This design comes from an exercise in tuning for small area, a short achievable clock period and few clock cycles on the open sky130 flow, not from production work.
Where RTL was checked, it was by simulation tests only, not by an equivalence proof against the original.
The RTL of run 1 was laid out without a check of its function.
Power is estimated from default activity; no workload was simulated.

[design/flow/config.mk]
export PLATFORM = sky130hd
export DESIGN_NAME = ahb_lite_fir_filter
export DESIGN_NICKNAME = ahb_lite_fir_filter
export VERILOG_FILES = /design/flow/design.v
export SDC_FILE = /design/flow/constraint.sdc
export NUM_CORES = 4
export LEC_CHECK = 0
export CAP_MARGIN = 30
export CORE_MARGIN = 2
export CORE_UTILIZATION = 40
export CTS_BUF_LIST = sky130_fd_sc_hd__clkbuf_4
export SETUP_SLACK_MARGIN = 5
export SLEW_MARGIN = 30
export TNS_END_PERCENT = 100
[design/flow/constraint.sdc]
create_clock -name core_clock -period 10.0 [get_ports {clk}]
set_input_delay 2.0000 -clock core_clock [delete_from_list [all_inputs] [get_ports {clk}]]
set_output_delay 2.0000 -clock core_clock [all_outputs]
set_load 0.01 [all_outputs]
[design/flow/design.v]
module magnitude(input logic [16:0] in, output logic [15:0] out);
    assign out = in[16] ? (~in[15:0] + 16'd1) : in[15:0];
endmodule
module mul_tree(
    input  logic [15:0] a,
    input  logic [15:0] b,
    output logic [32:0] ra,
    output logic [32:0] rb
);
    wire one0 = b[0] ^ 1'b0;
    wire two0 = (b[1] & ~b[0] & ~1'b0) | (~b[1] & b[0] & 1'b0);
    wire neg0 = b[1] & ~(b[0] & 1'b0);
    wire pp0_0 = ((one0 & a[0]) | (two0 & 1'b0)) ^ neg0;
    wire pp0_1 = ((one0 & a[1]) | (two0 & a[0])) ^ neg0;
    wire pp0_2 = ((one0 & a[2]) | (two0 & a[1])) ^ neg0;
    wire pp0_3 = ((one0 & a[3]) | (two0 & a[2])) ^ neg0;
    wire pp0_4 = ((one0 & a[4]) | (two0 & a[3])) ^ neg0;
    wire pp0_5 = ((one0 & a[5]) | (two0 & a[4])) ^ neg0;
    wire pp0_6 = ((one0 & a[6]) | (two0 & a[5])) ^ neg0;
    wire pp0_7 = ((one0 & a[7]) | (two0 & a[6])) ^ neg0;
    wire pp0_8 = ((one0 & a[8]) | (two0 & a[7])) ^ neg0;
    wire pp0_9 = ((one0 & a[9]) | (two0 & a[8])) ^ neg0;
    wire pp0_10 = ((one0 & a[10]) | (two0 & a[9])) ^ neg0;
    wire pp0_11 = ((one0 & a[11]) | (two0 & a[10])) ^ neg0;
    wire pp0_12 = ((one0 & a[12]) | (two0 & a[11])) ^ neg0;
    wire pp0_13 = ((one0 & a[13]) | (two0 & a[12])) ^ neg0;
    wire pp0_14 = ((one0 & a[14]) | (two0 & a[13])) ^ neg0;
    wire pp0_15 = ((one0 & a[15]) | (two0 & a[14])) ^ neg0;
    wire pp0_16 = ((one0 & 1'b0) | (two0 & a[15])) ^ neg0;
    wire one1 = b[2] ^ b[1];
    wire two1 = (b[3] & ~b[2] & ~b[1]) | (~b[3] & b[2] & b[1]);
    wire neg1 = b[3] & ~(b[2] & b[1]);
    wire pp1_0 = ((one1 & a[0]) | (two1 & 1'b0)) ^ neg1;
    wire pp1_1 = ((one1 & a[1]) | (two1 & a[0])) ^ neg1;
    wire pp1_2 = ((one1 & a[2]) | (two1 & a[1])) ^ neg1;
    wire pp1_3 = ((one1 & a[3]) | (two1 & a[2])) ^ neg1;
    wire pp1_4 = ((one1 & a[4]) | (two1 & a[3])) ^ neg1;
    wire pp1_5 = ((one1 & a[5]) | (two1 & a[4])) ^ neg1;
    wire pp1_6 = ((one1 & a[6]) | (two1 & a[5])) ^ neg1;
    wire pp1_7 = ((one1 & a[7]) | (two1 & a[6])) ^ neg1;
    wire pp1_8 = ((one1 & a[8]) | (two1 & a[7])) ^ neg1;
    wire pp1_9 = ((one1 & a[9]) | (two1 & a[8])) ^ neg1;
    wire pp1_10 = ((one1 & a[10]) | (two1 & a[9])) ^ neg1;
    wire pp1_11 = ((one1 & a[11]) | (two1 & a[10])) ^ neg1;
    wire pp1_12 = ((one1 & a[12]) | (two1 & a[11])) ^ neg1;
    wire pp1_13 = ((one1 & a[13]) | (two1 & a[12])) ^ neg1;
    wire pp1_14 = ((one1 & a[14]) | (two1 & a[13])) ^ neg1;
    wire pp1_15 = ((one1 & a[15]) | (two1 & a[14])) ^ neg1;
    wire pp1_16 = ((one1 & 1'b0) | (two1 & a[15])) ^ neg1;
    wire one2 = b[4] ^ b[3];
    wire two2 = (b[5] & ~b[4] & ~b[3]) | (~b[5] & b[4] & b[3]);
    wire neg2 = b[5] & ~(b[4] & b[3]);
    wire pp2_0 = ((one2 & a[0]) | (two2 & 1'b0)) ^ neg2;
    wire pp2_1 = ((one2 & a[1]) | (two2 & a[0])) ^ neg2;
    wire pp2_2 = ((one2 & a[2]) | (two2 & a[1])) ^ neg2;
    wire pp2_3 = ((one2 & a[3]) | (two2 & a[2])) ^ neg2;
    wire pp2_4 = ((one2 & a[4]) | (two2 & a[3])) ^ neg2;
    wire pp2_5 = ((one2 & a[5]) | (two2 & a[4])) ^ neg2;
    wire pp2_6 = ((one2 & a[6]) | (two2 & a[5])) ^ neg2;
    wire pp2_7 = ((one2 & a[7]) | (two2 & a[6])) ^ neg2;
    wire pp2_8 = ((one2 & a[8]) | (two2 & a[7])) ^ neg2;
    wire pp2_9 = ((one2 & a[9]) | (two2 & a[8])) ^ neg2;
    wire pp2_10 = ((one2 & a[10]) | (two2 & a[9])) ^ neg2;
    wire pp2_11 = ((one2 & a[11]) | (two2 & a[10])) ^ neg2;
    wire pp2_12 = ((one2 & a[12]) | (two2 & a[11])) ^ neg2;
    wire pp2_13 = ((one2 & a[13]) | (two2 & a[12])) ^ neg2;
    wire pp2_14 = ((one2 & a[14]) | (two2 & a[13])) ^ neg2;
    wire pp2_15 = ((one2 & a[15]) | (two2 & a[14])) ^ neg2;
    wire pp2_16 = ((one2 & 1'b0) | (two2 & a[15])) ^ neg2;
    wire one3 = b[6] ^ b[5];
    wire two3 = (b[7] & ~b[6] & ~b[5]) | (~b[7] & b[6] & b[5]);
    wire neg3 = b[7] & ~(b[6] & b[5]);
    wire pp3_0 = ((one3 & a[0]) | (two3 & 1'b0)) ^ neg3;
    wire pp3_1 = ((one3 & a[1]) | (two3 & a[0])) ^ neg3;
    wire pp3_2 = ((one3 & a[2]) | (two3 & a[1])) ^ neg3;
    wire pp3_3 = ((one3 & a[3]) | (two3 & a[2])) ^ neg3;
    wire pp3_4 = ((one3 & a[4]) | (two3 & a[3])) ^ neg3;
    wire pp3_5 = ((one3 & a[5]) | (two3 & a[4])) ^ neg3;
    wire pp3_6 = ((one3 & a[6]) | (two3 & a[5])) ^ neg3;
    wire pp3_7 = ((one3 & a[7]) | (two3 & a[6])) ^ neg3;
    wire pp3_8 = ((one3 & a[8]) | (two3 & a[7])) ^ neg3;
    wire pp3_9 = ((one3 & a[9]) | (two3 & a[8])) ^ neg3;
    wire pp3_10 = ((one3 & a[10]) | (two3 & a[9])) ^ neg3;
    wire pp3_11 = ((one3 & a[11]) | (two3 & a[10])) ^ neg3;
    wire pp3_12 = ((one3 & a[12]) | (two3 & a[11])) ^ neg3;
    wire pp3_13 = ((one3 & a[13]) | (two3 & a[12])) ^ neg3;
    wire pp3_14 = ((one3 & a[14]) | (two3 & a[13])) ^ neg3;
    wire pp3_15 = ((one3 & a[15]) | (two3 & a[14])) ^ neg3;
    wire pp3_16 = ((one3 & 1'b0) | (two3 & a[15])) ^ neg3;
    wire one4 = b[8] ^ b[7];
    wire two4 = (b[9] & ~b[8] & ~b[7]) | (~b[9] & b[8] & b[7]);
    wire neg4 = b[9] & ~(b[8] & b[7]);
    wire pp4_0 = ((one4 & a[0]) | (two4 & 1'b0)) ^ neg4;
    wire pp4_1 = ((one4 & a[1]) | (two4 & a[0])) ^ neg4;
    wire pp4_2 = ((one4 & a[2]) | (two4 & a[1])) ^ neg4;
    wire pp4_3 = ((one4 & a[3]) | (two4 & a[2])) ^ neg4;
    wire pp4_4 = ((one4 & a[4]) | (two4 & a[3])) ^ neg4;
    wire pp4_5 = ((one4 & a[5]) | (two4 & a[4])) ^ neg4;
    wire pp4_6 = ((one4 & a[6]) | (two4 & a[5])) ^ neg4;
    wire pp4_7 = ((one4 & a[7]) | (two4 & a[6])) ^ neg4;
    wire pp4_8 = ((one4 & a[8]) | (two4 & a[7])) ^ neg4;
    wire pp4_9 = ((one4 & a[9]) | (two4 & a[8])) ^ neg4;
    wire pp4_10 = ((one4 & a[10]) | (two4 & a[9])) ^ neg4;
    wire pp4_11 = ((one4 & a[11]) | (two4 & a[10])) ^ neg4;
    wire pp4_12 = ((one4 & a[12]) | (two4 & a[11])) ^ neg4;
    wire pp4_13 = ((one4 & a[13]) | (two4 & a[12])) ^ neg4;
    wire pp4_14 = ((one4 & a[14]) | (two4 & a[13])) ^ neg4;
    wire pp4_15 = ((one4 & a[15]) | (two4 & a[14])) ^ neg4;
    wire pp4_16 = ((one4 & 1'b0) | (two4 & a[15])) ^ neg4;
    wire one5 = b[10] ^ b[9];
    wire two5 = (b[11] & ~b[10] & ~b[9]) | (~b[11] & b[10] & b[9]);
    wire neg5 = b[11] & ~(b[10] & b[9]);
    wire pp5_0 = ((one5 & a[0]) | (two5 & 1'b0)) ^ neg5;
    wire pp5_1 = ((one5 & a[1]) | (two5 & a[0])) ^ neg5;
    wire pp5_2 = ((one5 & a[2]) | (two5 & a[1])) ^ neg5;
    wire pp5_3 = ((one5 & a[3]) | (two5 & a[2])) ^ neg5;
    wire pp5_4 = ((one5 & a[4]) | (two5 & a[3])) ^ neg5;
    wire pp5_5 = ((one5 & a[5]) | (two5 & a[4])) ^ neg5;
    wire pp5_6 = ((one5 & a[6]) | (two5 & a[5])) ^ neg5;
    wire pp5_7 = ((one5 & a[7]) | (two5 & a[6])) ^ neg5;
    wire pp5_8 = ((one5 & a[8]) | (two5 & a[7])) ^ neg5;
    wire pp5_9 = ((one5 & a[9]) | (two5 & a[8])) ^ neg5;
    wire pp5_10 = ((one5 & a[10]) | (two5 & a[9])) ^ neg5;
    wire pp5_11 = ((one5 & a[11]) | (two5 & a[10])) ^ neg5;
    wire pp5_12 = ((one5 & a[12]) | (two5 & a[11])) ^ neg5;
    wire pp5_13 = ((one5 & a[13]) | (two5 & a[12])) ^ neg5;
    wire pp5_14 = ((one5 & a[14]) | (two5 & a[13])) ^ neg5;
    wire pp5_15 = ((one5 & a[15]) | (two5 & a[14])) ^ neg5;
    wire pp5_16 = ((one5 & 1'b0) | (two5 & a[15])) ^ neg5;
    wire one6 = b[12] ^ b[11];
    wire two6 = (b[13] & ~b[12] & ~b[11]) | (~b[13] & b[12] & b[11]);
    wire neg6 = b[13] & ~(b[12] & b[11]);
    wire pp6_0 = ((one6 & a[0]) | (two6 & 1'b0)) ^ neg6;
    wire pp6_1 = ((one6 & a[1]) | (two6 & a[0])) ^ neg6;
    wire pp6_2 = ((one6 & a[2]) | (two6 & a[1])) ^ neg6;
    wire pp6_3 = ((one6 & a[3]) | (two6 & a[2])) ^ neg6;
    wire pp6_4 = ((one6 & a[4]) | (two6 & a[3])) ^ neg6;
    wire pp6_5 = ((one6 & a[5]) | (two6 & a[4])) ^ neg6;
    wire pp6_6 = ((one6 & a[6]) | (two6 & a[5])) ^ neg6;
    wire pp6_7 = ((one6 & a[7]) | (two6 & a[6])) ^ neg6;
    wire pp6_8 = ((one6 & a[8]) | (two6 & a[7])) ^ neg6;
    wire pp6_9 = ((one6 & a[9]) | (two6 & a[8])) ^ neg6;
    wire pp6_10 = ((one6 & a[10]) | (two6 & a[9])) ^ neg6;
    wire pp6_11 = ((one6 & a[11]) | (two6 & a[10])) ^ neg6;
    wire pp6_12 = ((one6 & a[12]) | (two6 & a[11])) ^ neg6;
    wire pp6_13 = ((one6 & a[13]) | (two6 & a[12])) ^ neg6;
    wire pp6_14 = ((one6 & a[14]) | (two6 & a[13])) ^ neg6;
    wire pp6_15 = ((one6 & a[15]) | (two6 & a[14])) ^ neg6;
    wire pp6_16 = ((one6 & 1'b0) | (two6 & a[15])) ^ neg6;
    wire one7 = b[14] ^ b[13];
    wire two7 = (b[15] & ~b[14] & ~b[13]) | (~b[15] & b[14] & b[13]);
    wire neg7 = b[15] & ~(b[14] & b[13]);
    wire pp7_0 = ((one7 & a[0]) | (two7 & 1'b0)) ^ neg7;
    wire pp7_1 = ((one7 & a[1]) | (two7 & a[0])) ^ neg7;
    wire pp7_2 = ((one7 & a[2]) | (two7 & a[1])) ^ neg7;
    wire pp7_3 = ((one7 & a[3]) | (two7 & a[2])) ^ neg7;
    wire pp7_4 = ((one7 & a[4]) | (two7 & a[3])) ^ neg7;
    wire pp7_5 = ((one7 & a[5]) | (two7 & a[4])) ^ neg7;
    wire pp7_6 = ((one7 & a[6]) | (two7 & a[5])) ^ neg7;
    wire pp7_7 = ((one7 & a[7]) | (two7 & a[6])) ^ neg7;
    wire pp7_8 = ((one7 & a[8]) | (two7 & a[7])) ^ neg7;
    wire pp7_9 = ((one7 & a[9]) | (two7 & a[8])) ^ neg7;
    wire pp7_10 = ((one7 & a[10]) | (two7 & a[9])) ^ neg7;
    wire pp7_11 = ((one7 & a[11]) | (two7 & a[10])) ^ neg7;
    wire pp7_12 = ((one7 & a[12]) | (two7 & a[11])) ^ neg7;
    wire pp7_13 = ((one7 & a[13]) | (two7 & a[12])) ^ neg7;
    wire pp7_14 = ((one7 & a[14]) | (two7 & a[13])) ^ neg7;
    wire pp7_15 = ((one7 & a[15]) | (two7 & a[14])) ^ neg7;
    wire pp7_16 = ((one7 & 1'b0) | (two7 & a[15])) ^ neg7;
    wire one8 = 1'b0 ^ b[15];
    wire two8 = (1'b0 & ~1'b0 & ~b[15]) | (~1'b0 & 1'b0 & b[15]);
    wire neg8 = 1'b0 & ~(1'b0 & b[15]);
    wire pp8_0 = ((one8 & a[0]) | (two8 & 1'b0)) ^ neg8;
    wire pp8_1 = ((one8 & a[1]) | (two8 & a[0])) ^ neg8;
    wire pp8_2 = ((one8 & a[2]) | (two8 & a[1])) ^ neg8;
    wire pp8_3 = ((one8 & a[3]) | (two8 & a[2])) ^ neg8;
    wire pp8_4 = ((one8 & a[4]) | (two8 & a[3])) ^ neg8;
    wire pp8_5 = ((one8 & a[5]) | (two8 & a[4])) ^ neg8;
    wire pp8_6 = ((one8 & a[6]) | (two8 & a[5])) ^ neg8;
    wire pp8_7 = ((one8 & a[7]) | (two8 & a[6])) ^ neg8;
    wire pp8_8 = ((one8 & a[8]) | (two8 & a[7])) ^ neg8;
    wire pp8_9 = ((one8 & a[9]) | (two8 & a[8])) ^ neg8;
    wire pp8_10 = ((one8 & a[10]) | (two8 & a[9])) ^ neg8;
    wire pp8_11 = ((one8 & a[11]) | (two8 & a[10])) ^ neg8;
    wire pp8_12 = ((one8 & a[12]) | (two8 & a[11])) ^ neg8;
    wire pp8_13 = ((one8 & a[13]) | (two8 & a[12])) ^ neg8;
    wire pp8_14 = ((one8 & a[14]) | (two8 & a[13])) ^ neg8;
    wire pp8_15 = ((one8 & a[15]) | (two8 & a[14])) ^ neg8;
    wire pp8_16 = ((one8 & 1'b0) | (two8 & a[15])) ^ neg8;
    wire hs0 = pp0_16 ^ pp1_14;
    wire hc0 = pp0_16 & pp1_14;
    wire fs1 = ~neg0 ^ pp1_15 ^ pp2_13;
    wire fc1 = (~neg0 & pp1_15) | (~neg0 & pp2_13) | (pp1_15 & pp2_13);
    wire hs2 = pp1_16 ^ pp2_14;
    wire hc2 = pp1_16 & pp2_14;
    wire hs3 = pp0_10 ^ pp1_8;
    wire hc3 = pp0_10 & pp1_8;
    wire hs4 = pp0_11 ^ pp1_9;
    wire hc4 = pp0_11 & pp1_9;
    wire fs5 = pp0_12 ^ pp1_10 ^ pp2_8;
    wire fc5 = (pp0_12 & pp1_10) | (pp0_12 & pp2_8) | (pp1_10 & pp2_8);
    wire hs6 = pp3_6 ^ pp4_4;
    wire hc6 = pp3_6 & pp4_4;
    wire fs7 = pp0_13 ^ pp1_11 ^ pp2_9;
    wire fc7 = (pp0_13 & pp1_11) | (pp0_13 & pp2_9) | (pp1_11 & pp2_9);
    wire hs8 = pp3_7 ^ pp4_5;
    wire hc8 = pp3_7 & pp4_5;
    wire fs9 = pp0_14 ^ pp1_12 ^ pp2_10;
    wire fc9 = (pp0_14 & pp1_12) | (pp0_14 & pp2_10) | (pp1_12 & pp2_10);
    wire fs10 = pp3_8 ^ pp4_6 ^ pp5_4;
    wire fc10 = (pp3_8 & pp4_6) | (pp3_8 & pp5_4) | (pp4_6 & pp5_4);
    wire hs11 = pp6_2 ^ pp7_0;
    wire hc11 = pp6_2 & pp7_0;
    wire fs12 = pp0_15 ^ pp1_13 ^ pp2_11;
    wire fc12 = (pp0_15 & pp1_13) | (pp0_15 & pp2_11) | (pp1_13 & pp2_11);
    wire fs13 = pp3_9 ^ pp4_7 ^ pp5_5;
    wire fc13 = (pp3_9 & pp4_7) | (pp3_9 & pp5_5) | (pp4_7 & pp5_5);
    wire hs14 = pp6_3 ^ pp7_1;
    wire hc14 = pp6_3 & pp7_1;
    wire fs15 = pp2_12 ^ pp3_10 ^ pp4_8;
    wire fc15 = (pp2_12 & pp3_10) | (pp2_12 & pp4_8) | (pp3_10 & pp4_8);
    wire fs16 = pp5_6 ^ pp6_4 ^ pp7_2;
    wire fc16 = (pp5_6 & pp6_4) | (pp5_6 & pp7_2) | (pp6_4 & pp7_2);
    wire fs17 = pp8_0 ^ neg8 ^ hs0;
    wire fc17 = (pp8_0 & neg8) | (pp8_0 & hs0) | (neg8 & hs0);
    wire fs18 = pp3_11 ^ pp4_9 ^ pp5_7;
    wire fc18 = (pp3_11 & pp4_9) | (pp3_11 & pp5_7) | (pp4_9 & pp5_7);
    wire fs19 = pp6_5 ^ pp7_3 ^ pp8_1;
    wire fc19 = (pp6_5 & pp7_3) | (pp6_5 & pp8_1) | (pp7_3 & pp8_1);
    wire fs20 = 1'b1 ^ fs1 ^ hc0;
    wire fc20 = (1'b1 & fs1) | (1'b1 & hc0) | (fs1 & hc0);
    wire fs21 = pp3_12 ^ pp4_10 ^ pp5_8;
    wire fc21 = (pp3_12 & pp4_10) | (pp3_12 & pp5_8) | (pp4_10 & pp5_8);
    wire fs22 = pp6_6 ^ pp7_4 ^ pp8_2;
    wire fc22 = (pp6_6 & pp7_4) | (pp6_6 & pp8_2) | (pp7_4 & pp8_2);
    wire fs23 = 1'b1 ^ hs2 ^ fc1;
    wire fc23 = (1'b1 & hs2) | (1'b1 & fc1) | (hs2 & fc1);
    wire fs24 = ~neg1 ^ pp2_15 ^ pp3_13;
    wire fc24 = (~neg1 & pp2_15) | (~neg1 & pp3_13) | (pp2_15 & pp3_13);
    wire fs25 = pp4_11 ^ pp5_9 ^ pp6_7;
    wire fc25 = (pp4_11 & pp5_9) | (pp4_11 & pp6_7) | (pp5_9 & pp6_7);
    wire fs26 = pp7_5 ^ pp8_3 ^ hc2;
    wire fc26 = (pp7_5 & pp8_3) | (pp7_5 & hc2) | (pp8_3 & hc2);
    wire fs27 = pp2_16 ^ pp3_14 ^ pp4_12;
    wire fc27 = (pp2_16 & pp3_14) | (pp2_16 & pp4_12) | (pp3_14 & pp4_12);
    wire fs28 = pp5_10 ^ pp6_8 ^ pp7_6;
    wire fc28 = (pp5_10 & pp6_8) | (pp5_10 & pp7_6) | (pp6_8 & pp7_6);
    wire hs29 = pp8_4 ^ 1'b1;
    wire hc29 = pp8_4 & 1'b1;
    wire fs30 = ~neg2 ^ pp3_15 ^ pp4_13;
    wire fc30 = (~neg2 & pp3_15) | (~neg2 & pp4_13) | (pp3_15 & pp4_13);
    wire fs31 = pp5_11 ^ pp6_9 ^ pp7_7;
    wire fc31 = (pp5_11 & pp6_9) | (pp5_11 & pp7_7) | (pp6_9 & pp7_7);
    wire fs32 = pp3_16 ^ pp4_14 ^ pp5_12;
    wire fc32 = (pp3_16 & pp4_14) | (pp3_16 & pp5_12) | (pp4_14 & pp5_12);
    wire hs33 = pp6_10 ^ pp7_8;
    wire hc33 = pp6_10 & pp7_8;
    wire fs34 = ~neg3 ^ pp4_15 ^ pp5_13;
    wire fc34 = (~neg3 & pp4_15) | (~neg3 & pp5_13) | (pp4_15 & pp5_13);
    wire hs35 = pp4_16 ^ pp5_14;
    wire hc35 = pp4_16 & pp5_14;
    wire hs36 = pp0_6 ^ pp1_4;
    wire hc36 = pp0_6 & pp1_4;
    wire hs37 = pp0_7 ^ pp1_5;
    wire hc37 = pp0_7 & pp1_5;
    wire fs38 = pp0_8 ^ pp1_6 ^ pp2_4;
    wire fc38 = (pp0_8 & pp1_6) | (pp0_8 & pp2_4) | (pp1_6 & pp2_4);
    wire hs39 = pp3_2 ^ pp4_0;
    wire hc39 = pp3_2 & pp4_0;
    wire fs40 = pp0_9 ^ pp1_7 ^ pp2_5;
    wire fc40 = (pp0_9 & pp1_7) | (pp0_9 & pp2_5) | (pp1_7 & pp2_5);
    wire hs41 = pp3_3 ^ pp4_1;
    wire hc41 = pp3_3 & pp4_1;
    wire fs42 = pp2_6 ^ pp3_4 ^ pp4_2;
    wire fc42 = (pp2_6 & pp3_4) | (pp2_6 & pp4_2) | (pp3_4 & pp4_2);
    wire fs43 = pp5_0 ^ neg5 ^ hs3;
    wire fc43 = (pp5_0 & neg5) | (pp5_0 & hs3) | (neg5 & hs3);
    wire fs44 = pp2_7 ^ pp3_5 ^ pp4_3;
    wire fc44 = (pp2_7 & pp3_5) | (pp2_7 & pp4_3) | (pp3_5 & pp4_3);
    wire fs45 = pp5_1 ^ hs4 ^ hc3;
    wire fc45 = (pp5_1 & hs4) | (pp5_1 & hc3) | (hs4 & hc3);
    wire fs46 = pp5_2 ^ pp6_0 ^ neg6;
    wire fc46 = (pp5_2 & pp6_0) | (pp5_2 & neg6) | (pp6_0 & neg6);
    wire fs47 = fs5 ^ hs6 ^ hc4;
    wire fc47 = (fs5 & hs6) | (fs5 & hc4) | (hs6 & hc4);
    wire fs48 = pp5_3 ^ pp6_1 ^ fs7;
    wire fc48 = (pp5_3 & pp6_1) | (pp5_3 & fs7) | (pp6_1 & fs7);
    wire fs49 = hs8 ^ fc5 ^ hc6;
    wire fc49 = (hs8 & fc5) | (hs8 & hc6) | (fc5 & hc6);
    wire fs50 = neg7 ^ fs9 ^ fs10;
    wire fc50 = (neg7 & fs9) | (neg7 & fs10) | (fs9 & fs10);
    wire fs51 = hs11 ^ fc7 ^ hc8;
    wire fc51 = (hs11 & fc7) | (hs11 & hc8) | (fc7 & hc8);
    wire fs52 = fs12 ^ fs13 ^ hs14;
    wire fc52 = (fs12 & fs13) | (fs12 & hs14) | (fs13 & hs14);
    wire fs53 = fc9 ^ fc10 ^ hc11;
    wire fc53 = (fc9 & fc10) | (fc9 & hc11) | (fc10 & hc11);
    wire fs54 = fs15 ^ fs16 ^ fs17;
    wire fc54 = (fs15 & fs16) | (fs15 & fs17) | (fs16 & fs17);
    wire fs55 = fc12 ^ fc13 ^ hc14;
    wire fc55 = (fc12 & fc13) | (fc12 & hc14) | (fc13 & hc14);
    wire fs56 = fs18 ^ fs19 ^ fs20;
    wire fc56 = (fs18 & fs19) | (fs18 & fs20) | (fs19 & fs20);
    wire fs57 = fc15 ^ fc16 ^ fc17;
    wire fc57 = (fc15 & fc16) | (fc15 & fc17) | (fc16 & fc17);
    wire fs58 = fs21 ^ fs22 ^ fs23;
    wire fc58 = (fs21 & fs22) | (fs21 & fs23) | (fs22 & fs23);
    wire fs59 = fc18 ^ fc19 ^ fc20;
    wire fc59 = (fc18 & fc19) | (fc18 & fc20) | (fc19 & fc20);
    wire fs60 = fs24 ^ fs25 ^ fs26;
    wire fc60 = (fs24 & fs25) | (fs24 & fs26) | (fs25 & fs26);
    wire fs61 = fc21 ^ fc22 ^ fc23;
    wire fc61 = (fc21 & fc22) | (fc21 & fc23) | (fc22 & fc23);
    wire fs62 = fs27 ^ fs28 ^ hs29;
    wire fc62 = (fs27 & fs28) | (fs27 & hs29) | (fs28 & hs29);
    wire fs63 = fc24 ^ fc25 ^ fc26;
    wire fc63 = (fc24 & fc25) | (fc24 & fc26) | (fc25 & fc26);
    wire fs64 = pp8_5 ^ fs30 ^ fs31;
    wire fc64 = (pp8_5 & fs30) | (pp8_5 & fs31) | (fs30 & fs31);
    wire fs65 = fc27 ^ fc28 ^ hc29;
    wire fc65 = (fc27 & fc28) | (fc27 & hc29) | (fc28 & hc29);
    wire fs66 = pp8_6 ^ 1'b1 ^ fs32;
    wire fc66 = (pp8_6 & 1'b1) | (pp8_6 & fs32) | (1'b1 & fs32);
    wire fs67 = hs33 ^ fc30 ^ fc31;
    wire fc67 = (hs33 & fc30) | (hs33 & fc31) | (fc30 & fc31);
    wire fs68 = pp6_11 ^ pp7_9 ^ pp8_7;
    wire fc68 = (pp6_11 & pp7_9) | (pp6_11 & pp8_7) | (pp7_9 & pp8_7);
    wire fs69 = fs34 ^ fc32 ^ hc33;
    wire fc69 = (fs34 & fc32) | (fs34 & hc33) | (fc32 & hc33);
    wire fs70 = pp6_12 ^ pp7_10 ^ pp8_8;
    wire fc70 = (pp6_12 & pp7_10) | (pp6_12 & pp8_8) | (pp7_10 & pp8_8);
    wire fs71 = 1'b1 ^ hs35 ^ fc34;
    wire fc71 = (1'b1 & hs35) | (1'b1 & fc34) | (hs35 & fc34);
    wire fs72 = ~neg4 ^ pp5_15 ^ pp6_13;
    wire fc72 = (~neg4 & pp5_15) | (~neg4 & pp6_13) | (pp5_15 & pp6_13);
    wire fs73 = pp7_11 ^ pp8_9 ^ hc35;
    wire fc73 = (pp7_11 & pp8_9) | (pp7_11 & hc35) | (pp8_9 & hc35);
    wire fs74 = pp5_16 ^ pp6_14 ^ pp7_12;
    wire fc74 = (pp5_16 & pp6_14) | (pp5_16 & pp7_12) | (pp6_14 & pp7_12);
    wire hs75 = pp8_10 ^ 1'b1;
    wire hc75 = pp8_10 & 1'b1;
    wire fs76 = ~neg5 ^ pp6_15 ^ pp7_13;
    wire fc76 = (~neg5 & pp6_15) | (~neg5 & pp7_13) | (pp6_15 & pp7_13);
    wire hs77 = pp6_16 ^ pp7_14;
    wire hc77 = pp6_16 & pp7_14;
    wire hs78 = pp0_4 ^ pp1_2;
    wire hc78 = pp0_4 & pp1_2;
    wire hs79 = pp0_5 ^ pp1_3;
    wire hc79 = pp0_5 & pp1_3;
    wire fs80 = pp2_2 ^ pp3_0 ^ neg3;
    wire fc80 = (pp2_2 & pp3_0) | (pp2_2 & neg3) | (pp3_0 & neg3);
    wire fs81 = pp2_3 ^ pp3_1 ^ hs37;
    wire fc81 = (pp2_3 & pp3_1) | (pp2_3 & hs37) | (pp3_1 & hs37);
    wire fs82 = neg4 ^ fs38 ^ hs39;
    wire fc82 = (neg4 & fs38) | (neg4 & hs39) | (fs38 & hs39);
    wire fs83 = fs40 ^ hs41 ^ fc38;
    wire fc83 = (fs40 & hs41) | (fs40 & fc38) | (hs41 & fc38);
    wire fs84 = fs42 ^ fs43 ^ fc40;
    wire fc84 = (fs42 & fs43) | (fs42 & fc40) | (fs43 & fc40);
    wire fs85 = fs44 ^ fs45 ^ fc42;
    wire fc85 = (fs44 & fs45) | (fs44 & fc42) | (fs45 & fc42);
    wire fs86 = fs46 ^ fs47 ^ fc44;
    wire fc86 = (fs46 & fs47) | (fs46 & fc44) | (fs47 & fc44);
    wire fs87 = fs48 ^ fs49 ^ fc46;
    wire fc87 = (fs48 & fs49) | (fs48 & fc46) | (fs49 & fc46);
    wire fs88 = fs50 ^ fs51 ^ fc48;
    wire fc88 = (fs50 & fs51) | (fs50 & fc48) | (fs51 & fc48);
    wire fs89 = fs52 ^ fs53 ^ fc50;
    wire fc89 = (fs52 & fs53) | (fs52 & fc50) | (fs53 & fc50);
    wire fs90 = fs54 ^ fs55 ^ fc52;
    wire fc90 = (fs54 & fs55) | (fs54 & fc52) | (fs55 & fc52);
    wire fs91 = fs56 ^ fs57 ^ fc54;
    wire fc91 = (fs56 & fs57) | (fs56 & fc54) | (fs57 & fc54);
    wire fs92 = fs58 ^ fs59 ^ fc56;
    wire fc92 = (fs58 & fs59) | (fs58 & fc56) | (fs59 & fc56);
    wire fs93 = fs60 ^ fs61 ^ fc58;
    wire fc93 = (fs60 & fs61) | (fs60 & fc58) | (fs61 & fc58);
    wire fs94 = fs62 ^ fs63 ^ fc60;
    wire fc94 = (fs62 & fs63) | (fs62 & fc60) | (fs63 & fc60);
    wire fs95 = fs64 ^ fs65 ^ fc62;
    wire fc95 = (fs64 & fs65) | (fs64 & fc62) | (fs65 & fc62);
    wire fs96 = fs66 ^ fs67 ^ fc64;
    wire fc96 = (fs66 & fs67) | (fs66 & fc64) | (fs67 & fc64);
    wire fs97 = fs68 ^ fs69 ^ fc66;
    wire fc97 = (fs68 & fs69) | (fs68 & fc66) | (fs69 & fc66);
    wire fs98 = fs70 ^ fs71 ^ fc68;
    wire fc98 = (fs70 & fs71) | (fs70 & fc68) | (fs71 & fc68);
    wire fs99 = fs72 ^ fs73 ^ fc70;
    wire fc99 = (fs72 & fs73) | (fs72 & fc70) | (fs73 & fc70);
    wire fs100 = fs74 ^ hs75 ^ fc72;
    wire fc100 = (fs74 & hs75) | (fs74 & fc72) | (hs75 & fc72);
    wire fs101 = pp8_11 ^ fs76 ^ fc74;
    wire fc101 = (pp8_11 & fs76) | (pp8_11 & fc74) | (fs76 & fc74);
    wire fs102 = pp8_12 ^ 1'b1 ^ hs77;
    wire fc102 = (pp8_12 & 1'b1) | (pp8_12 & hs77) | (1'b1 & hs77);
    wire fs103 = ~neg6 ^ pp7_15 ^ pp8_13;
    wire fc103 = (~neg6 & pp7_15) | (~neg6 & pp8_13) | (pp7_15 & pp8_13);
    wire hs104 = pp7_16 ^ pp8_14;
    wire hc104 = pp7_16 & pp8_14;
    wire hs105 = pp0_2 ^ pp1_0;
    wire hc105 = pp0_2 & pp1_0;
    wire hs106 = pp0_3 ^ pp1_1;
    wire hc106 = pp0_3 & pp1_1;
    wire fs107 = pp2_0 ^ neg2 ^ hs78;
    wire fc107 = (pp2_0 & neg2) | (pp2_0 & hs78) | (neg2 & hs78);
    wire fs108 = pp2_1 ^ hs79 ^ hc78;
    wire fc108 = (pp2_1 & hs79) | (pp2_1 & hc78) | (hs79 & hc78);
    wire fs109 = hs36 ^ fs80 ^ hc79;
    wire fc109 = (hs36 & fs80) | (hs36 & hc79) | (fs80 & hc79);
    wire fs110 = hc36 ^ fs81 ^ fc80;
    wire fc110 = (hc36 & fs81) | (hc36 & fc80) | (fs81 & fc80);
    wire fs111 = hc37 ^ fs82 ^ fc81;
    wire fc111 = (hc37 & fs82) | (hc37 & fc81) | (fs82 & fc81);
    wire fs112 = hc39 ^ fs83 ^ fc82;
    wire fc112 = (hc39 & fs83) | (hc39 & fc82) | (fs83 & fc82);
    wire fs113 = hc41 ^ fs84 ^ fc83;
    wire fc113 = (hc41 & fs84) | (hc41 & fc83) | (fs84 & fc83);
    wire fs114 = fc43 ^ fs85 ^ fc84;
    wire fc114 = (fc43 & fs85) | (fc43 & fc84) | (fs85 & fc84);
    wire fs115 = fc45 ^ fs86 ^ fc85;
    wire fc115 = (fc45 & fs86) | (fc45 & fc85) | (fs86 & fc85);
    wire fs116 = fc47 ^ fs87 ^ fc86;
    wire fc116 = (fc47 & fs87) | (fc47 & fc86) | (fs87 & fc86);
    wire fs117 = fc49 ^ fs88 ^ fc87;
    wire fc117 = (fc49 & fs88) | (fc49 & fc87) | (fs88 & fc87);
    wire fs118 = fc51 ^ fs89 ^ fc88;
    wire fc118 = (fc51 & fs89) | (fc51 & fc88) | (fs89 & fc88);
    wire fs119 = fc53 ^ fs90 ^ fc89;
    wire fc119 = (fc53 & fs90) | (fc53 & fc89) | (fs90 & fc89);
    wire fs120 = fc55 ^ fs91 ^ fc90;
    wire fc120 = (fc55 & fs91) | (fc55 & fc90) | (fs91 & fc90);
    wire fs121 = fc57 ^ fs92 ^ fc91;
    wire fc121 = (fc57 & fs92) | (fc57 & fc91) | (fs92 & fc91);
    wire fs122 = fc59 ^ fs93 ^ fc92;
    wire fc122 = (fc59 & fs93) | (fc59 & fc92) | (fs93 & fc92);
    wire fs123 = fc61 ^ fs94 ^ fc93;
    wire fc123 = (fc61 & fs94) | (fc61 & fc93) | (fs94 & fc93);
    wire fs124 = fc63 ^ fs95 ^ fc94;
    wire fc124 = (fc63 & fs95) | (fc63 & fc94) | (fs95 & fc94);
    wire fs125 = fc65 ^ fs96 ^ fc95;
    wire fc125 = (fc65 & fs96) | (fc65 & fc95) | (fs96 & fc95);
    wire fs126 = fc67 ^ fs97 ^ fc96;
    wire fc126 = (fc67 & fs97) | (fc67 & fc96) | (fs97 & fc96);
    wire fs127 = fc69 ^ fs98 ^ fc97;
    wire fc127 = (fc69 & fs98) | (fc69 & fc97) | (fs98 & fc97);
    wire fs128 = fc71 ^ fs99 ^ fc98;
    wire fc128 = (fc71 & fs99) | (fc71 & fc98) | (fs99 & fc98);
    wire fs129 = fc73 ^ fs100 ^ fc99;
    wire fc129 = (fc73 & fs100) | (fc73 & fc99) | (fs100 & fc99);
    wire fs130 = hc75 ^ fs101 ^ fc100;
    wire fc130 = (hc75 & fs101) | (hc75 & fc100) | (fs101 & fc100);
    wire fs131 = fc76 ^ fs102 ^ fc101;
    wire fc131 = (fc76 & fs102) | (fc76 & fc101) | (fs102 & fc101);
    wire fs132 = hc77 ^ fs103 ^ fc102;
    wire fc132 = (hc77 & fs103) | (hc77 & fc102) | (fs103 & fc102);
    wire fs133 = 1'b1 ^ hs104 ^ fc103;
    wire fc133 = (1'b1 & hs104) | (1'b1 & fc103) | (hs104 & fc103);
    wire fs134 = ~neg7 ^ pp8_15 ^ hc104;
    wire fc134 = (~neg7 & pp8_15) | (~neg7 & hc104) | (pp8_15 & hc104);
    wire hs135 = pp8_16 ^ 1'b1;
    wire hc135 = pp8_16 & 1'b1;
    assign ra = {hs135, fs134, fs133, fs132, fs131, fs130, fs129, fs128, fs127, fs126, fs125, fs124, fs123, fs122, fs121, fs120, fs119, fs118, fs117, fs116, fs115, fs114, fs113, fs112, fs111, fs110, fs109, fs108, fs107, hs106, neg1, pp0_1, pp0_0};
    assign rb = {fc134, fc133, fc132, fc131, fc130, fc129, fc128, fc127, fc126, fc125, fc124, fc123, fc122, fc121, fc120, fc119, fc118, fc117, fc116, fc115, fc114, fc113, fc112, fc111, fc110, fc109, fc108, fc107, hc106, hc105, hs105, 1'b0, neg0};
endmodule
module fir_filter(
    input  logic        clk,
    input  logic        n_rst,
    input  logic        start_sample,    
    input  logic        start_load,      
    input  logic [15:0] new_sample,      
    input  logic [63:0] coeff_regs,      
    output logic        busy,
    output logic        err,
    output logic [16:0] r_q              
);
    logic [15:0] x0, x1, x2;             
    logic [15:0] f0, f1, f2, f3;         
    logic [16:0] q3;                     
    logic [16:0] qd;                     
    logic        e1, e2;                 
    logic [3:0]  s1;                     
    logic [3:0]  s2;                     
    logic        ld;                     
    logic [15:0] ma, mb;
    logic [32:0] ra, rb;                 
    logic [32:0] pa, pb;                 
    assign x0 = new_sample;
    always_comb begin
        ma = s1[1] ? x1 : (s1[2] ? x2 : x0);
        mb = ({16{s1[0]}} & f0) | ({16{s1[3]}} & f1) | ({16{s1[1]}} & f2) | ({16{s1[2]}} & f3);
    end
    mul_tree tree(.a(ma), .b(mb), .ra(ra), .rb(rb));
    always_ff @(posedge clk) begin
        pa <= ra;
        pb <= rb;
    end
    logic [14:0] lo;
    logic        c15;
    logic [16:0] ph;
    assign {c15, lo} = {1'b0, pa[14:0]} + {1'b0, pb[14:0]};
    assign ph = pa[31:15] + pb[31:15] + {16'd0, c15};
    logic [17:0] ea, eb, na, nq3;
    logic [17:0] s1a, c1a, s2a, c2a;
    logic [17:0] t3, t4;
    always_comb begin
        ea  = pa[32:15];
        eb  = pb[32:15];
        if (s2[3]) na = ~{2'b00, qd[16] ? 16'd0 : qd[15:0]};
        else       na = ~{qd[16], qd};
        nq3 = ~{2'b00, q3[15:0]};
        s1a = ea ^ eb ^ na;
        c1a = {((ea & eb) | (ea & na) | (eb & na)), c15};
        t3  = s1a + c1a + 18'd1;
        s2a = s1a ^ c1a ^ nq3;
        c2a = {((s1a & c1a) | (s1a & nq3) | (c1a & nq3)), 1'b1};
        t4  = s2a + c2a + 18'd1;
    end
    logic        ovf3, ovf4, e_next;
    logic [16:0] r;
    always_comb begin
        ovf3 = ~e2 & ~t3[17] & t3[16];
        ovf4 = t4[17] & ~t4[16];
        e_next = 1'b1;
        if (ph[16])                      r = 17'd0;
        else if (e1)                     r = {1'b0, ph[15:0]};
        else if (e2 | ovf3 | q3[16])     r = t3[16:0];
        else begin
            r = t4[16:0];
            e_next = ovf4;
        end
    end
    wire acc = s2[0];
    always_ff @(posedge clk, negedge n_rst) begin
        if (!n_rst) begin
            x1 <= '0; x2 <= '0;
            f0 <= '0; f1 <= '0; f2 <= '0; f3 <= '0;
            q3 <= '0; qd <= '0; e1 <= 1'b0; e2 <= 1'b0;
            s1 <= '0; s2 <= '0; ld <= 1'b0;
            busy <= 1'b0; err <= 1'b0; r_q <= '0;
        end else begin
            if (start_sample) begin
                x1 <= x0;
                x2 <= x1;
            end
            if (start_load) begin
                f0 <= coeff_regs[15:0];
                f1 <= coeff_regs[31:16];
                f2 <= coeff_regs[47:32];
                f3 <= coeff_regs[63:48];
            end
            if (s2[1]) qd <= ph;
            if (s2[2]) q3 <= ph;
            if (s2[3]) begin
                qd <= t3[16:0];
                e1 <= ph[16];
                e2 <= qd[16];
            end
            if (acc) begin
                r_q <= r;
                err <= e_next;
            end else if (start_load) begin
                err <= 1'b0;
            end
            if (start_sample)    s1 <= 4'b0001;
            else if (start_load) s1 <= 4'b0010;
            else                 s1 <= {s1[2:0], 1'b0};
            s2 <= s1;
            if (start_sample)    ld <= 1'b0;
            else if (start_load) ld <= 1'b1;
            busy <= start_sample | start_load | (~ld & s1[0]) | (ld & (s1[1] | s1[2] | s1[3]));
        end
    end
endmodule
module ahb_lite_fir_filter(
    input logic clk,
    input logic n_rst,
    input logic hsel,
    input logic [3:0] haddr,
    input logic hsize,
    input logic [1:0] htrans,
    input logic hwrite,
    input logic [15:0] hwdata,
    output logic [15:0] hrdata,
    output logic hresp
);
    logic        wr_q;           
    logic [3:0]  a_q;
    logic        sz_q;
    logic [13:4][7:0] regs;      
    logic [7:1]  reg14;          
    logic        busy, err;
    logic [15:0] fir_out;
    logic [16:0] r_q;
    logic [13:4] be;
    assign hresp = hsel & ((hwrite & ((haddr <= 4'd3) | (haddr == 4'd15)))
                         | (~hwrite & (haddr == 4'd15)));
    always_comb begin
        for (int i = 4; i <= 13; i++)
            be[i] = wr_q & (a_q[3:1] == i[3:1]) & (sz_q | (a_q[0] == i[0]));
    end
    wire be14 = wr_q & (a_q == 4'd14);
    wire start_sample = be[4] | be[5];
    wire start_load = be14 & hwdata[0];
    always_ff @(posedge clk, negedge n_rst) begin
        if (!n_rst) begin
            wr_q <= 1'b0;
            a_q <= '0;
            sz_q <= 1'b0;
            for (int i = 4; i <= 13; i++) regs[i] <= '0;
            reg14 <= '0;
        end else begin
            wr_q <= hsel & (htrans != 2'b00) & hwrite & ~hresp;
            a_q <= haddr;
            sz_q <= hsize;
            for (int i = 4; i <= 13; i++)
                if (be[i]) regs[i] <= i[0] ? hwdata[15:8] : hwdata[7:0];
            if (be14) reg14 <= hwdata[0] ? 7'd0 : hwdata[7:1];
        end
    end
    magnitude mag_u(.in(r_q), .out(fir_out));
    logic [7:0] rb [0:15];
    always_comb begin
        rb[0] = {7'd0, busy};
        rb[1] = {7'd0, err};
        rb[2] = fir_out[7:0];
        rb[3] = fir_out[15:8];
        for (int i = 4; i <= 13; i++) rb[i] = regs[i];
        rb[14] = {reg14, 1'b0};
        rb[15] = 8'd0;
        hrdata[15:8] = (a_q == 4'd14 || (!sz_q && !a_q[0])) ? 8'd0 : rb[{a_q[3:1], 1'b1}];
        hrdata[7:0]  = (!sz_q && a_q[0]) ? 8'd0 : rb[{a_q[3:1], 1'b0}];
    end
    fir_filter filt(
        .clk(clk), .n_rst(n_rst),
        .start_sample(start_sample), .start_load(start_load),
        .new_sample({regs[5], regs[4]}),
        .coeff_regs({regs[13], regs[12], regs[11], regs[10], regs[9], regs[8], regs[7], regs[6]}),
        .busy(busy), .err(err), .r_q(r_q)
    );
endmodule
[design/flow/run.sh]
#!/bin/bash
# synth_recipe.tcl (not shown) runs the flow's synth.tcl, then flattens the netlist and writes it again
# the make line also repeats each setting of config.mk as NAME=value (left out here)
make -C /OpenROAD-flow-scripts/flow DESIGN_CONFIG=/design/flow/config.mk WORK_HOME=/design/flow/orfs CLKGATE_MAP_FILE= SYNTH_SCRIPT=/design/flow/synth_recipe.tcl finish
==> results of run 1 <==
cell usage in the layout, fill, tap and decap left out, types with 9 or more instances in the layout:
cell / n
a21o_1: 15
a21oi_1: 65
a21oi_2: 9
a22oi_1: 39
a31oi_1: 11
and2_1: 17
buf_4: 57
clkbuf_4: 131
clkdlybuf4s50_1: 25
clkinv_1: 14
dfrtp_1: 245
dfxtp_1: 64
fa_1: 136
ha_1: 93
inv_1: 234
mux2_2: 176
mux2i_1: 50
nand2_1: 327
nand2b_1: 13
nand3_1: 14
nand3b_1: 10
nor2_1: 86
nor2b_1: 11
nor3_1: 15
o211ai_1: 13
o21a_1: 29
o21ai_0: 175
o21ai_1: 20
xnor2_1: 134
xor2_1: 30
worst reg2reg max path: stages, from the launching register on:
cell	delay, ns
dfxtp_1	0.31
ha_1	0.26
a41o_1	0.15
a21oi_1	0.06
nor2b_1	0.12
o21ai_1	0.10
a21oi_2	0.15
o21ai_2	0.09
a21oi_2	0.19
o31ai_4	0.10
a21o_1	0.22
buf_4	0.15
fa_2	0.40
fa_1	0.46
nand2b_1	0.19
a21oi_2	0.17
o21ai_1	0.16
o31a_1	0.36
mux2i_2	0.19
nor3_4	0.12
buf_6	0.18
nand2_4	0.13
nor3b_1	0.31
a211o_1	0.13
cells by family (layout without fill, tap and decap cells):
| logic type | after synthesis | in the layout | share of synthesized area, % |
|---|---|---|---|
| AOI/OAI and AO/OA | 468 | 468 | 13.1 |
| xor gates and xnor gates | 174 | 174 | 6.81 |
| adders and majority gates | 238 | 238 | 17.9 |
| buffers and inverters | 338 | 510 | 5.95 |
| DFF | 317 | 317 | 33.9 |
| muxes | 231 | 231 | 11.4 |
| other | 0 | 5 | 0 |
| and+or+nand+nor | 561 | 561 | 10.9 |
final cells by class:
cell class                 count  share of cell area, %
timing repair buffer         117                   4.39
inverter                     240                   3.54
sequential                   317                   29.6
clock inverter                22                  0.418
clock buffer                 131                   3.82
antenna                        5                 0.0486
multi-input combinational   1672                   54.5
tap                          748                   3.64
through the flow:
stage	hold WS (ns)	total power [mW]
5_1_grt	0.486	7.35
2_1_floorplan	0.349	4.31
4_1_cts	0.465	6.66
3_3_place_gp	0.443	5.22
3_5_place_dp	0.451	5.28
6_report	0.466	6.83
where the power goes:
group	leakage (nW)	internal, mW	total [mW]	switching (mW)
combinational	7.24	1.68	3.95	2.26
sequential	3.83	1.50	1.72	0.220
clock	0.655	0.600	1.17	0.572
registers in the layout, summed over array words and instances, names as in the netlist:
register	flops
reg14	7
filt.busy	1
filt.q3	17
wr_q	1
filt.f1	16
filt.r_q	17
filt.pb	32
filt.s1	4
sz_q	1
filt.x2	16
regs	80
filt.f0	16
filt.f3	16
a_q	4
filt.f2	16
filt.s2	4
filt.pa	32
filt.e1	1
filt.ld	1
filt.x1	16
filt.qd	17
filt.e2	1
filt.err	1
layer usage:
metal	part of all wire [%]	GRT usage (%)	up-vias
li1	-	-	8078
met1	45	30.9	8681
met2	47	36.1	559
met3	5.9	4.33	115
met4	2.5	7.65	0
met5	0	0	-
path summary, 6_finish.rpt:
path	from	endpoint	slack [ns]	cells past startpoint
setup / recovery	filt.r_q[2]$_DFFE_PN0P_	hrdata[15]	4.79	10
hold / removal	reg14[3]$_DFFE_PN0P_	reg14[3]$_DFFE_PN0P_	0.47	2
setup reg to reg	filt.pa[2]$_DFF_P_	filt.r_q[14]$_DFFE_PN0P_	5.22	23
hold reg to reg	reg14[3]$_DFFE_PN0P_	reg14[3]$_DFFE_PN0P_	0.47	2
max in group asynchronous	n_rst	filt.s1[1]$_DFF_PN0_	7.58	4
min in group asynchronous	n_rst	filt.f0[7]$_DFFE_PN0P_	1.08	1
what timing repair did:
item,in CTS,in global routing
gates cloned,2,1
setup endpoints to repair,61,56
hold endpoints to repair,0,0
pin swaps,12,21
resized for setup,95,65
setup buffers,14,20
==> run notes, run 1 <==
outcome no timing/DRC/antenna violations; global route overflow 0; Post-Route WL 64,800 µm; Post-synth EDFFs 0; io pins 44; GRT Util Overall 22.6%; main flop type after synthesis dfrtp_1; number of global-route vias before repair 17,700; TritonCTS Sinks 317; Area Growth Syn to Fin 14.5%; CP endpoint kind primary output; Net Count, Synth 2,592; global-route wire length before repair 101,000 µm; Final Hold Viols 0; Yosys top cell by area dfrtp_1; number of buffers added on ports 43; Max-slew headroom 30.3%; hold buffer count at CTS 0; Leak 11.7 nW; Final Slew Violations 0; Initial Utilization 40.6%; post-synthesis sequential area ratio 33.9%; max-cap violations 0; average via count per standard cell 5.36; initial antenna violation count 2; non-filler cells, final 3,252; via count 17,400; final setup vio count 0; yosys warns 3; drt first pass iters 5; Synth Register Bits 317; Die X 241 µm; Die Span Y 241 µm; Remaining DRCs 0; die area 58,100 µm²; clk slew on worst S/H paths 0.07 ns; largest fanout on the critical path 3; Filler cells 5,258; pwr dens 266 nW/µm²; Final #Nets 2,701; RSZ-0062 raised after global routing true; Tightest Pin Transition 1.04 ns; Unique masters post-synth 88; slack of the critical path 4.79 ns; minimum clock period 5.21 ns; Syn Area/Cell 9.66 µm²; cell family with most CP delay simple AND/OR/NAND/NOR gates; WS Path Type flop to primary output; DP Worst Slack 4.39 ns; TNS Setup 0 ns; worst vdd rail ir drop 0.000255 V; crit-path cells nor2_2 > nand4b_1 > or3_4 > or4_4 > buf_6 > o31ai_4 > xnor2_2 > nand2_1 > a21oi_2 > buf_2; WL per Instance 19.9 µm; Placed Cells 3,054; largest net degree at the start of global routing 134; cell with the largest stage delay on the worst path or4_4; Worst Hold Class flop to flop; core region area 55,300 µm²; DP Area 23,700 µm²; period utilization 52.1%; Layout Skew 0.0885 ns; # H-tree levels 3; row cnt 86; Num CTS Buffers 88; fmax 192 MHz; Reg area 7620 µm²; GP Congestion 0.901; area of the multi-input gates 14,000 µm²; post-synth top area share 28.2%; fraction of registers with async set/reset 79.8%; Data arrival, critical path 3.21 ns; CTS root buf clkbuf_4; Final Util 46.5%; Largest stage delay, worst path 0.48 ns; cell area after layout 25,700 µm²; top cells by area, synth dfrtp_1 (28%), fa_1 (12%), mux2_2 (8.8%), dfxtp_1 (5.7%), nand2_1 (5.6%); Buf/Inv on CP 2; post-synthesis instance total 2,327; synthesized area 22,500 µm²; CTS tree done; most frequent cells after synthesis nand2_1 (335), dfrtp_1 (253), inv_1 (235); startpoint types flop; post-DP HPWL 45,900 µm; Max clock buf depth 3; most frequent cell after synthesis nand2_1; Req. time, crit path 8.00 ns; layout cells sized above 1 20.8%; clock latency at the later pin of the worst-skew pair 0.85 ns; Detailed Route Iter0 Violations 1,261; post-route ant nets 0
==> run 2: changes to the inputs <==
--- a/design/flow/design.v
+++ b/design/flow/design.v
@@ -496,23 +496,25 @@
     end
     logic [14:0] lo;
     logic        c15;
-    logic [16:0] ph;
+    logic [16:0] xs;
     assign {c15, lo} = {1'b0, pa[14:0]} + {1'b0, pb[14:0]};
-    assign ph = pa[31:15] + pb[31:15] + {16'd0, c15};
+    assign xs = pa[31:15] + pb[31:15] + {16'd0, c15};
+    wire e0 = xs[16];
     logic [17:0] ea, eb, na, nq3;
     logic [17:0] s1a, c1a, s2a, c2a;
     logic [17:0] t3, t4;
     always_comb begin
         ea  = pa[32:15];
         eb  = pb[32:15];
-        if (s2[3]) na = ~{2'b00, qd[16] ? 16'd0 : qd[15:0]};
-        else       na = ~{qd[16], qd};
+        if (s2[3])           na = ~{2'b00, qd[16] ? 16'd0 : qd[15:0]};
+        else if (s2[0] & ~e1) na = ~{qd[16], qd};
+        else                 na = '1;
         nq3 = ~{2'b00, q3[15:0]};
         s1a = ea ^ eb ^ na;
-        c1a = {((ea & eb) | (ea & na) | (eb & na)), c15};
+        c1a = {((ea[16:0] & eb[16:0]) | (ea[16:0] & na[16:0]) | (eb[16:0] & na[16:0])), c15};
         t3  = s1a + c1a + 18'd1;
         s2a = s1a ^ c1a ^ nq3;
-        c2a = {((s1a & c1a) | (s1a & nq3) | (c1a & nq3)), 1'b1};
+        c2a = {((s1a[16:0] & c1a[16:0]) | (s1a[16:0] & nq3[16:0]) | (c1a[16:0] & nq3[16:0])), 1'b1};
         t4  = s2a + c2a + 18'd1;
     end
     logic        ovf3, ovf4, e_next;
@@ -521,9 +523,8 @@
         ovf3 = ~e2 & ~t3[17] & t3[16];
         ovf4 = t4[17] & ~t4[16];
         e_next = 1'b1;
-        if (ph[16])                      r = 17'd0;
-        else if (e1)                     r = {1'b0, ph[15:0]};
-        else if (e2 | ovf3 | q3[16])     r = t3[16:0];
+        if (e0)                               r = 17'd0;
+        else if (e1 | e2 | ovf3 | q3[16])     r = t3[16:0];
         else begin
             r = t4[16:0];
             e_next = ovf4;
@@ -548,11 +549,11 @@
                 f2 <= coeff_regs[47:32];
                 f3 <= coeff_regs[63:48];
             end
-            if (s2[1]) qd <= ph;
-            if (s2[2]) q3 <= ph;
+            if (s2[1]) qd <= t3[16:0];
+            if (s2[2]) q3 <= t3[16:0];
             if (s2[3]) begin
                 qd <= t3[16:0];
-                e1 <= ph[16];
+                e1 <= e0;
                 e2 <= qd[16];
             end
             if (acc) begin
--- a/design/flow/config.mk
+++ b/design/flow/config.mk
@@ -8,7 +8,6 @@
 export CAP_MARGIN = 30
 export CORE_MARGIN = 2
 export CORE_UTILIZATION = 40
-export CTS_BUF_LIST = sky130_fd_sc_hd__clkbuf_4
 export SETUP_SLACK_MARGIN = 5
 export SLEW_MARGIN = 30
 export TNS_END_PERCENT = 100
==> run 2 against run 1 <==
Compared with the run above:
- still clean
- count of clock-buffer cells in the layout decreased by 74
- sequential share of layout area increased by 0.91 points
- combinational power decreased by 25%
- synthesized cell count increased by 1.2%
- first-iteration DRC count increased by 15%
- core utilization decreased by 0.24 points
- worst setup slack improved by 0.057 ns
- worst hold slack improved by 0.0034 ns
- maximum frequency increased by 1.1%
- routed wire length decreased by 2.2%
- global-route usage increased by 0.084 points
- die area decreased by 2.6%
- critical endpoint unchanged
- largest cell class unchanged
==> run notes, run 2 <==
io pins 44 (unchanged); Largest Register regs; non-filler cells, final 3,120 (-4.1%); period utilization 51.5% (-0.57 points); outcome no timing/DRC/antenna violations; average via count per standard cell 5.42 (+1.1%); Syn Area/Cell 9.29 µm² (-3.8%); Placed Cells 3,030 (-0.79%); Detailed Route Iter0 Violations 1,446 (+15%); CTS tree done; Final Slew Violations 0 (unchanged); startpoint types flop; largest family of logic cells by synthesized area adder cells; multiplexer area fraction after synthesis 8.83% (-2.6 points); CP endpoint kind primary output; CTS root buf clkbuf_16; n_diodes 0 (-5); largest fanout on the critical path 3 (unchanged); number of buffers added on ports 43 (unchanged); Max clock buf depth 3 (unchanged); Num CTS Buffers 39 (-56%); clk slew on worst S/H paths 0.06 ns (about the same); Synth Register Bits 317 (unchanged); Die Span Y 238 µm (-1.3%); Final #Nets 2,658 (-1.6%); Top Registers regs: 80 flops, filt.pa: 32 flops, filt.pb: 32 flops; clock latency at the later pin of the worst-skew pair 0.58 ns (-0.27 ns); WS Path Type flop to primary output; RSZ-0062 raised after global routing true; adder-cell share of the synthesized area 18.2% (+0.35 points); post-DP HPWL 45,700 µm (-0.35%); layout cells sized above 1 13.5% (-7.3 points); Initial Utilization 40.6% (about the same); most frequent cells after synthesis nand2_1 (503), dfrtp_1 (253), inv_1 (223); max reg flops 80 (unchanged); R2R setup slack 5.20 ns (-0.02 ns); xor-xnor portion of the synthesized cell area 6.96% (+0.15 points); most common cell after layout, fill and taps aside nand2_1; # H-tree levels 2 (-1); GRT Util Overall 22.7% (+0.084 points); TNS Setup 0 ns (unchanged); fmax 194 MHz (+1.1%); Buf/Inv on CP 1 (-1); top cells by area, synth dfrtp_1 (29%), fa_1 (13%), nand2_1 (8.6%), mux2_2 (6.1%), dfxtp_1 (5.9%); Filler cells 5,066 (-3.7%); Leak 11.6 nW (-1.2%); Die X 238 µm (-1.3%); Unique masters post-synth 75 (-15%); initial antenna violation count 1 (-1); area of the multi-input gates 13,400 µm² (-4.7%); Max-slew headroom 32.1% (+1.8 points); Power Total 6.11 mW (-11%); Area Growth Syn to Fin 14.0%; cell family with most CP delay simple AND/OR/NAND/NOR gates; most frequent cell after synthesis nand2_1; Net Count, Synth 2,620 (+1.1%); Req. time, crit path 8.00 ns (about the same); post-synthesis sequential area ratio 34.8% (+0.90 points); die area 56,600 µm² (-2.6%); cell with the largest stage delay on the worst path or4_4; Remaining DRCs 0 (unchanged); largest net degree at the start of global routing 125 (-6.7%); fraction of registers with async set/reset 79.8% (unchanged); via count 16,900 (-3.0%); slack of the critical path 4.85 ns (+0.0572 ns); TritonCTS Sinks 317 (unchanged); post-route ant nets 0 (unchanged); synthesized area 21,900 µm² (-2.6%); number of global-route vias before repair 17,000 (-3.7%); Synth Area in Compound Gates 11.4% (-1.8 points); Final Hold Viols 0 (unchanged); most frequent cells in the layout nand2_1 (502), dfrtp_1 (244), inv_1 (221); crit-path cells nor3_2 > nand2_1 > or3_4 > or4_4 > o31ai_4 > xnor2_2 > a221oi_2 > nor2_1 > dlygate4sd2_1; Reg area 7620 µm² (about the same); row cnt 85 (-1.2%); global route overflow 0 (unchanged); DP Worst Slack 4.24 ns (-0.147 ns); pwr dens 245 nW/µm² (-7.8%); hold buffer count at CTS 0 (unchanged); max-cap violations 0 (unchanged); global-route wire length before repair 99,500 µm (-1.7%); Yosys top cell by area dfrtp_1; drt first pass iters 5 (unchanged); Post-Route WL 63,400 µm (-2.2%); worst vdd rail ir drop 0.000183 V (-28%); Layout Skew 0.0215 ns (-0.0670 ns); minimum clock period 5.15 ns (-0.0572 ns); Worst Hold Class flop to flop; post-synthesis instance total 2,356 (+1.2%); Tightest Pin Transition 1.01 ns (-0.0283 ns); core region area 53,900 µm² (-2.5%); post-synth top area share 28.9% (+0.75 points); Post-synth EDFFs 0 (unchanged); main flop type after synthesis dfrtp_1; Synth Area in Simple Gates 14.0% (+3.0 points); Largest stage delay, worst path 0.49 ns (about the same); Data arrival, critical path 3.15 ns (-0.06 ns); yosys warns 3 (unchanged); WL per Instance 20.3 µm (+1.9%); final setup vio count 0 (unchanged); GP Congestion 0.929 (+3.1%)
run 2: power breakdown:
group          leakage, nW  internal, mW  switching [mW]  total (mW)
clock network        0.627         0.831           0.586        1.42
logic                 7.16          1.16            1.80        2.95
registers             3.79          1.51           0.227        1.74
total                 11.6          3.50            2.61        6.11
run 2: final cells by class:
class	count	share of cell area (%)
Multi-Input combinational cell	1707	53.6
Inverter	228	3.48
Timing Repair Buffer	100	3.67
Clock buffer	57	4.42
Sequential cell	317	30.5
Clock inverter	14	0.792
Tap cell	696	3.49
Timing Repair inverter	1	0.0201
run 2: per-stage QoR:
stage	utilization (%)	hold WS [ns]	instance area [µm²]
after floorplan	-	0.349	21900
after global placement	42.8	0.453	23100
after detailed placement	42.9	0.460	23100
final	46.3	0.470	25000
after CTS	45.9	0.475	24700
after global routing	46.3	0.494	25000
run 2: what timing repair did:
item / in CTS / in global routing
gates resized for setup: 60 / 35
cloned: 0 / 1
pin swaps: 5 / 12
buffers inserted: 9 / 7
setup endpoints to repair: 57 / 43
run 2: path summary, 6_finish.rpt:
kind / from / end / cells past startpoint
min in group asynchronous: n_rst / filt.q3[5]$_DFFE_PN0P_ / 1
hold / removal: reg14[4]$_DFFE_PN0P_ / reg14[4]$_DFFE_PN0P_ / 2
hold reg to reg: reg14[4]$_DFFE_PN0P_ / reg14[4]$_DFFE_PN0P_ / 2
setup / recovery: filt.r_q[4]$_DFFE_PN0P_ / hrdata[15] / 9
max in group asynchronous: n_rst / filt.x2[5]$_DFFE_PN0N_ / 3
setup reg to reg: filt.pb[8]$_DFF_P_ / filt.r_q[2]$_DFFE_PN0P_ / 17
run 2: kinds of logic (layout without fill, tap and decap cells):
family,count (synthesis),after routing
AOI/OAI and AO/OA,396,396
xor gates and xnor gates,174,174
adders and majority gates,237,237
buffers and inverters,332,400
DFF,317,317
muxes,174,174
and+or+nand+nor,726,726
run 2: worst register-to-register path: stages (launching register included):
cell and delay (ns):
dfxtp_1 0.30, ha_1 0.32, and4_1 0.22, and2_1 0.16, a311oi_1 0.48, o31a_1 0.19
buf_4 0.17, ha_1 0.19, inv_1 0.06, fa_1 0.42, a211oi_1 0.33, o21ai_1 0.18
a31oi_4 0.23, o21ai_2 0.12, a221o_1 0.40, and3_2 0.41, mux2_4 0.39, o31ai_4 0.17
run 2: routing by layer:
layer | up-vias | share of wire (%) | global-route usage [%]
met2 | 549 | 46 | 36.1
met5 | - | 0 | 0
li1 | 7840 | - | -
met4 | 0 | 3.7 | 9.17
met3 | 122 | 6.9 | 4.03
met1 | 8391 | 43 | 30.7
Testbench counts of run 2, summed over its fixed seeds: cycles 2,696.
==> run 3: changes to the inputs <==
--- a/design/flow/config.mk
+++ b/design/flow/config.mk
@@ -8,6 +8,8 @@
 export CAP_MARGIN = 30
 export CORE_MARGIN = 2
 export CORE_UTILIZATION = 40
+export CTS_CLUSTER_DIAMETER = 100
+export CTS_CLUSTER_SIZE = 30
 export SETUP_SLACK_MARGIN = 5
 export SLEW_MARGIN = 30
 export TNS_END_PERCENT = 100
==> run 3 against run 2 <==
Compared with the run above:
- sequential share of layout area grew 0.74 points
- flip-flop and latch count did not move
- register-to-register slack is essentially flat
- still clean on timing, DRC and antenna
- largest power group unchanged
==> run notes, run 3 <==
worst vdd rail ir drop 0.000188 V (+2.8%); most common cell after layout, fill and taps aside nand2_1; synthesized area 21,900 µm² (unchanged); Data arrival, critical path 3.11 ns (-0.04 ns); Yosys top cell by area dfrtp_1; Remaining DRCs 0 (unchanged); Top Registers regs: 80 flops, filt.pa: 32 flops, filt.pb: 32 flops; Num CTS Buffers 18 (-54%); outcome no timing/DRC/antenna violations; worst r2r dst filt.pa[17]$_DFF_P_; io pins 44 (unchanged); clk slew on worst S/H paths 0.10 ns (+0.04 ns); clock latency at the later pin of the worst-skew pair 0.56 ns (-0.02 ns); CTS root buf clkbuf_16; max reg flops 80 (unchanged); post-DP HPWL 45,700 µm (unchanged); Net Count, Synth 2,620 (unchanged); global route overflow 0 (unchanged); TritonCTS Sinks 317 (unchanged); Tightest Pin Transition 1.02 ns (+0.0116 ns); TNS Setup 0 ns (unchanged); Max clock buf depth 3 (unchanged); WS Path Type flop to primary output; most frequent cell after synthesis nand2_1; non-filler cells, final 3,084 (-1.2%); Synth Register Bits 317 (unchanged); Hold Path Origin filt.x2[11]$_DFFE_PN0N_; Placed Cells 3,030 (unchanged); pwr dens 231 nW/µm² (-5.7%); via count 16,700 (-1.1%); Critical Path Start filt.r_q[4]$_DFFE_PN0P_; top cells by area, synth dfrtp_1 (29%), fa_1 (13%), nand2_1 (8.6%), mux2_2 (6.1%), dfxtp_1 (5.9%); largest fanout on the critical path 3 (unchanged); # H-tree levels 1 (-1); CP endpoint kind primary output; r2r worst-path depth 14 (-3); Area Growth Syn to Fin 11.3%; largest net degree at the start of global routing 125 (unchanged); max-cap violations 0 (unchanged); minimum clock period 5.11 ns (-0.0391 ns); Final #Nets 2,640 (-0.68%); WL per Instance 20.4 µm (+0.71%); row cnt 85 (unchanged); most frequent cells in the layout nand2_1 (502), dfrtp_1 (245), inv_1 (221); Layout Skew 0.0380 ns (+0.0165 ns); Filler cells 5,108 (+0.83%); die area 56,600 µm² (unchanged); DP Area 23,100 µm² (unchanged); GP Congestion 0.929 (unchanged); initial antenna violation count 1 (unchanged); WHS 0.482 ns (+0.0123 ns); layout cells sized above 1 12.6% (-0.93 points); global-route wire length before repair 98,700 µm (-0.74%); post-synthesis instance total 2,356 (unchanged); Final Util 45.2% (-1.1 points); most frequent cells after synthesis nand2_1 (503), dfrtp_1 (253), inv_1 (223); Syn Area/Cell 9.29 µm² (unchanged); yosys warns 3 (unchanged); Final Hold Viols 0 (unchanged); n_diodes 0 (unchanged); number of buffers added on ports 43 (unchanged); Leak 11.3 nW (-2.4%); core region area 53,900 µm² (unchanged); hold buffer count at CTS 0 (unchanged); Largest Register regs; Worst Hold Class flop to flop; GRT Util Overall 22.4% (-0.30 points); number of global-route vias before repair 16,900 (-0.88%); post-synth top area share 28.9% (unchanged); R2R setup slack 5.21 ns (about the same); cell area after layout 24,400 µm² (-2.4%)
-- run 3: worst max-delay path, stage by stage (launching register included) --
cell and delay (ns):
dfrtp_2 0.46, nor3_2 0.17, nand2_1 0.09, or3_4 0.34, or4_4 0.47, buf_4 0.17, o41ai_4 0.26, xnor2_2 0.17
a21oi_2 0.23, nor2_1 0.05, buf_2 0.14
-- run 3: kinds of logic (layout without fill, tap and decap cells) --
group | Yosys count | in the layout | share of synthesized area, %
simple gates | 726 | 726 | 14.0
compound gates | 396 | 396 | 11.4
buf+inv | 332 | 364 | 5.86
flops | 317 | 317 | 34.8
fa+ha+maj | 237 | 237 | 18.2
xor+xnor | 174 | 174 | 6.96
mux | 174 | 174 | 8.83
-- run 3: per-layer routing --
| metal | wire length (µm) | share of wire (%) | up-vias | global-route usage (%) |
|---|---|---|---|---|
| met5 | 0 | 0 | - | 0 |
| met4 | 2320 | 3.7 | 0 | 7.68 |
| met3 | 3710 | 5.9 | 112 | 3.38 |
| met2 | 29300 | 46 | 493 | 36.4 |
| met1 | 27700 | 44 | 8315 | 30.6 |
| li1 | - | - | 7791 | - |
-- run 3: layout make-up --
type                       instances  area [µm²]  share of cell area (%)
timing repair inverter             1        5.00                  0.0205
timing repair buffer             103         925                    3.79
tap                              696         871                    3.57
multi-input combinational       1707       13400                    55.0
clock buffer                      24         504                    2.07
inverter                         228         868                    3.56
sequential                       317        7620                    31.3
clock inverter                     8         166                   0.683
-- run 3: timing repair --
action / CTS / global route
pin swaps: 9 / 15
buffers inserted: 13 / 6
resized for setup: 75 / 34
setup endpoints to repair: 59 / 48
cloned: 0 / 1
-- run 3: worst max-delay path by stage --
stage,end,slack [ns],cells after the start
after floorplan,filt.pa[17]$_DFF_P_,5.17,18
after global placement,filt.pa[19]$_DFF_P_,4.29,15
after detailed placement,filt.pa[19]$_DFF_P_,4.24,15
after CTS,hrdata[13],4.90,10
after global routing,hrdata[13],4.81,10
final,hrdata[13],4.89,10
-- run 3: power by group --
| group | switching [mW] | internal (mW) | leakage [nW] | total (mW) |
|---|---|---|---|---|
| registers | 0.229 | 1.51 | 3.79 | 1.74 |
| logic | 1.82 | 1.17 | 7.19 | 2.99 |
| clock network | 0.504 | 0.391 | 0.314 | 0.895 |
-- run 3: metrics by stage --
stage / total power, mW / setup WS, ns
after floorplan: 3.60 / 5.17
after global placement: 4.50 / 4.29
after detailed placement: 4.52 / 4.24
after CTS: 5.56 / 4.90
after global routing: 5.98 / 4.81
final: 5.62 / 4.89
